This design comes from an exercise in tuning for small area on the open sky130 flow, not from production work.
Function was checked by simulation only, so behaviour that the tests miss may differ from the original.

==> flow/design.v <==
`default_nettype none
module adder_1(a, b, c_in, sum, c_out);
input wire a, b, c_in;
output logic sum, c_out;
assign sum = a ^ b ^ c_in;
assign c_out = (a & b) | (a & c_in) | (b & c_in);
endmodule
module half_adder(a, b, sum, c_out);
input wire a, b;
output logic sum, c_out;
assign sum = a ^ b;
assign c_out = a & b;
endmodule
module gate_xor2(a, b, y);
input wire a, b;
output logic y;
assign y = a ^ b;
endmodule
module gate_or3(a, b, c, y);
input wire a, b, c;
output logic y;
assign y = a | b | c;
endmodule
module gate_maj3(a, b, c, y);
input wire a, b, c;
output logic y;
assign y = (a & b) | (a & c) | (b & c);
endmodule
module gate_a21o(a1, a2, b1, y);
input wire a1, a2, b1;
output logic y;
assign y = (a1 & a2) | b1;
endmodule
module gate_a21oi(a1, a2, b1, y);
input wire a1, a2, b1;
output logic y;
assign y = ~((a1 & a2) | b1);
endmodule
module gate_a211oi(a1, a2, b1, c1, y);
input wire a1, a2, b1, c1;
output logic y;
assign y = ~((a1 & a2) | b1 | c1);
endmodule
module gate_o221ai(a1, a2, b1, b2, c1, y);
input wire a1, a2, b1, b2, c1;
output logic y;
assign y = ~((a1 | a2) & (b1 | b2) & c1);
endmodule
module gate_nand2(a, b, y);
input wire a, b;
output logic y;
assign y = ~(a & b);
endmodule
module gate_a22oi(a1, a2, b1, b2, y);
input wire a1, a2, b1, b2;
output logic y;
assign y = ~((a1 & a2) | (b1 & b2));
endmodule
`default_nettype wire
`default_nettype none
module conway_cell(ld, n_st, hd, state_0, state_q, n0, kk, w0, w1, state_d);
parameter bit has_w1 = 1'b1;
input wire ld, n_st, hd, state_0, state_q;
input wire n0, kk, w0, w1;
output logic state_d;
logic not_two_st;    
logic n_step;        
logic n_hold_load;   
if (has_w1) begin : g_w1
  gate_a211oi g1 (.a1(kk), .a2(w0), .b1(w1), .c1(n_st), .y(not_two_st));
end else begin : g_no_w1
  gate_a21oi g1 (.a1(kk), .a2(w0), .b1(n_st), .y(not_two_st));
end
gate_o221ai g2 (.a1(kk), .a2(w0), .b1(n0), .b2(state_q), .c1(not_two_st), .y(n_step));
gate_a22oi g3 (.a1(hd), .a2(state_q), .b1(ld), .b2(state_0), .y(n_hold_load));
gate_nand2 g4 (.a(n_step), .b(n_hold_load), .y(state_d));
endmodule
`default_nettype wire
`default_nettype none
module main(clk, rst, ena, state_0, cells);
parameter N = 16;
input wire clk;
input wire rst;
input wire ena;
input wire [N*N-1:0] state_0;
output logic [N*N-1:0] cells;
logic [N*N-1:0] p0, p1, t0, t1;
logic [N*N-1:0] n0, kk, w0, w1;
logic [N*N-1:0] nxt;
logic ld, n_st, hd;
assign ld = rst;
assign n_st = rst | ~ena;
assign hd = ~rst & ~ena;
genvar x, y;
generate
  for (y = 0; y < N; y = y + 1) begin : g_row
    for (x = 0; x < N; x = x + 1) begin : g_col
      localparam int I = N*y + x;
      if (y == 0) begin : g_top
        assign p0[I] = cells[I+N];
        assign p1[I] = 1'b0;
        half_adder vt (.a(cells[I+N]), .b(cells[I]), .sum(t0[I]), .c_out(t1[I]));
      end else if (y == N-1) begin : g_bot
        assign p0[I] = cells[I-N];
        assign p1[I] = 1'b0;
        half_adder vt (.a(cells[I-N]), .b(cells[I]), .sum(t0[I]), .c_out(t1[I]));
      end else begin : g_mid
        half_adder vp (.a(cells[I-N]), .b(cells[I+N]), .sum(p0[I]), .c_out(p1[I]));
        gate_xor2 vt0 (.a(p0[I]), .b(cells[I]), .y(t0[I]));
        gate_a21o vt1 (.a1(p0[I]), .a2(cells[I]), .b1(p1[I]), .y(t1[I]));
      end
      if (x == 0) begin : g_left
        half_adder h0 (.a(t0[I+1]), .b(p0[I]), .sum(n0[I]), .c_out(kk[I]));
        if (y == 0 || y == N-1) begin : g_corner
          assign w0[I] = t1[I+1];
          assign w1[I] = 1'b0;
        end else begin : g_edge
          half_adder h1 (.a(t1[I+1]), .b(p1[I]), .sum(w0[I]), .c_out(w1[I]));
        end
      end else if (x == N-1) begin : g_right
        half_adder h0 (.a(t0[I-1]), .b(p0[I]), .sum(n0[I]), .c_out(kk[I]));
        if (y == 0 || y == N-1) begin : g_corner
          assign w0[I] = t1[I-1];
          assign w1[I] = 1'b0;
        end else begin : g_edge
          half_adder h1 (.a(t1[I-1]), .b(p1[I]), .sum(w0[I]), .c_out(w1[I]));
        end
      end else begin : g_inner
        adder_1 h0 (.a(t0[I-1]), .b(p0[I]), .c_in(t0[I+1]), .sum(n0[I]), .c_out(kk[I]));
        if (y == 0 || y == N-1) begin : g_edge
          half_adder h1 (.a(t1[I-1]), .b(t1[I+1]), .sum(w0[I]), .c_out(w1[I]));
        end else begin : g_mid
          gate_or3 h1o (.a(t1[I-1]), .b(p1[I]), .c(t1[I+1]), .y(w0[I]));
          gate_maj3 h1m (.a(t1[I-1]), .b(p1[I]), .c(t1[I+1]), .y(w1[I]));
        end
      end
      conway_cell #(.has_w1((x > 0 && x < N-1) || (y > 0 && y < N-1)))
        rule (.ld(ld), .n_st(n_st), .hd(hd), .state_0(state_0[I]), .state_q(cells[I]),
              .n0(n0[I]), .kk(kk[I]), .w0(w0[I]), .w1(w1[I]), .state_d(nxt[I]));
    end
  end
endgenerate
always_ff @(posedge clk)
  cells <= nxt;
endmodule
`default_nettype wire
Settings: LEC_CHECK=0, CAP_MARGIN=0, CORE_MARGIN=2, CORE_UTILIZATION=70, PLACE_DENSITY=0.8, SLEW_MARGIN=0, SYNTH_HIERARCHICAL=1; clock period 5.0 ns.
standard.sh (not shown) runs the stock make flow with config.mk's settings and CLKGATE_MAP_FILE= SYNTH_SCRIPT=/design/flow/synth_recipe.tcl, a recipe that flattens the netlist after the stock synthesis.
==> flow/flow/run.sh <==
#!/bin/bash
# Own flow: the standard layout, with three changes:
#  - after synthesis, every combinational cell gets its smallest drive strength
#    (flow/downsize.tcl); the resizer repairs slew, capacitance and timing later;
#  - the port buffers are sky130_fd_sc_hd__buf_1;
#  - clock tree synthesis without dummy loads.
set -euo pipefail
here=$(pwd)
bash standard.sh \
  "POST_SYNTH_TCL=$here/flow/downsize.tcl" \
  "BUFFER_PORTS_ARGS=-buffer_cell sky130_fd_sc_hd__buf_1" \
  "CTS_ARGS=-sink_clustering_enable -repair_clock_nets -dont_use_dummy_load -buf_list sky130_fd_sc_hd__clkbuf_4 -sink_clustering_size 8 -sink_clustering_max_diameter 45" \
  finish > "$here/standard_flow.log" 2>&1
==> flow/flow/downsize.tcl <==
# Post-synthesis hook: give every combinational cell the smallest drive
# strength of its function (the resizer repairs slew and timing later).
# Sequential cells keep the cell the standard synthesis gave them.
set db [ord::get_db]
set block [ord::get_db_block]
set n 0
foreach inst [$block getInsts] {
  set m [$inst getMaster]
  set name [$m getName]
  if { ![regexp {^(sky130_fd_sc_hd__[a-z0-9]+)_([0-9]+)$} $name -> base drive] } { continue }
  if { [regexp {^sky130_fd_sc_hd__(df|edf|sdf|sedf|dl|clkbuf|conb|tap|fill|decap)} $base] } { continue }
  set best $m
  set best_area [expr { [$m getWidth] * [$m getHeight] }]
  foreach d {0 1 2} {
    set cand [$db findMaster "${base}_$d"]
    if { $cand eq "NULL" || $cand eq "" } { continue }
    set a [expr { [$cand getWidth] * [$cand getHeight] }]
    if { $a < $best_area } { set best $cand; set best_area $a }
  }
  if { $best ne $m } {
    $inst swapMaster $best
    incr n
  }
}
puts "downsize: $n cells given a smaller drive strength"
Change:
--- a/flow/design.v
+++ b/flow/design.v
@@ -16,14 +16,4 @@
 output logic y;
 assign y = a ^ b;
-endmodule
-module gate_or3(a, b, c, y);
-input wire a, b, c;
-output logic y;
-assign y = a | b | c;
-endmodule
-module gate_maj3(a, b, c, y);
-input wire a, b, c;
-output logic y;
-assign y = (a & b) | (a & c) | (b & c);
 endmodule
 module gate_a21o(a1, a2, b1, y);
@@ -131,6 +121,5 @@
           half_adder h1 (.a(t1[I-1]), .b(t1[I+1]), .sum(w0[I]), .c_out(w1[I]));
         end else begin : g_mid
-          gate_or3 h1o (.a(t1[I-1]), .b(p1[I]), .c(t1[I+1]), .y(w0[I]));
-          gate_maj3 h1m (.a(t1[I-1]), .b(p1[I]), .c(t1[I+1]), .y(w1[I]));
+          adder_1 h1 (.a(t1[I-1]), .b(p1[I]), .c_in(t1[I+1]), .sum(w0[I]), .c_out(w1[I]));
         end
       end
After rerunning:
- final cell count came out lower by 4.8%
- core utilization decreases by 0.21 points
- via count goes down by 6.2%
- synthesized area grows by 2.6%
- cell area increases by 2.5%
- maximum frequency came out lower by 1.6%
- register-to-register slack degrades by 0.03 ns
- worst setup slack degrades by 0.045 ns

[afterwards: timing with drivers on the ports]
The flow's constraints put no driver on any port. The routed layouts listed below were extracted and timed again, unchanged, in two steps.
Step 1: set_driving_cell puts a clkbuf_16 on clk and a buf_2 on each other input, an assumption about the parent block.
Step 2 times the ports against the registers' clock, not the clock port: input delays grow and output delays shrink by t, the midpoint of the rising clock arrivals with the driver on.
Three values: ideal, step 1, step 2; two values: the first two.
run	t, ns	slack for setup (ns)	worst setup path after step 2	worst register clock-pin slew, ns	worst slew at a driven data input, ns
the first run	0.837	2.336 / 2.280 / 1.701	input to register	0.11 / 0.11	0.13
the second run	0.855	2.291 / 2.236 / 1.664	input to register	0.11 / 0.11	0.14
After both steps every run listed still meets setup and hold. For the first run, which loses most, drivers alone change the setup slack by -0.056 ns; drivers and shift together by -0.635 ns.
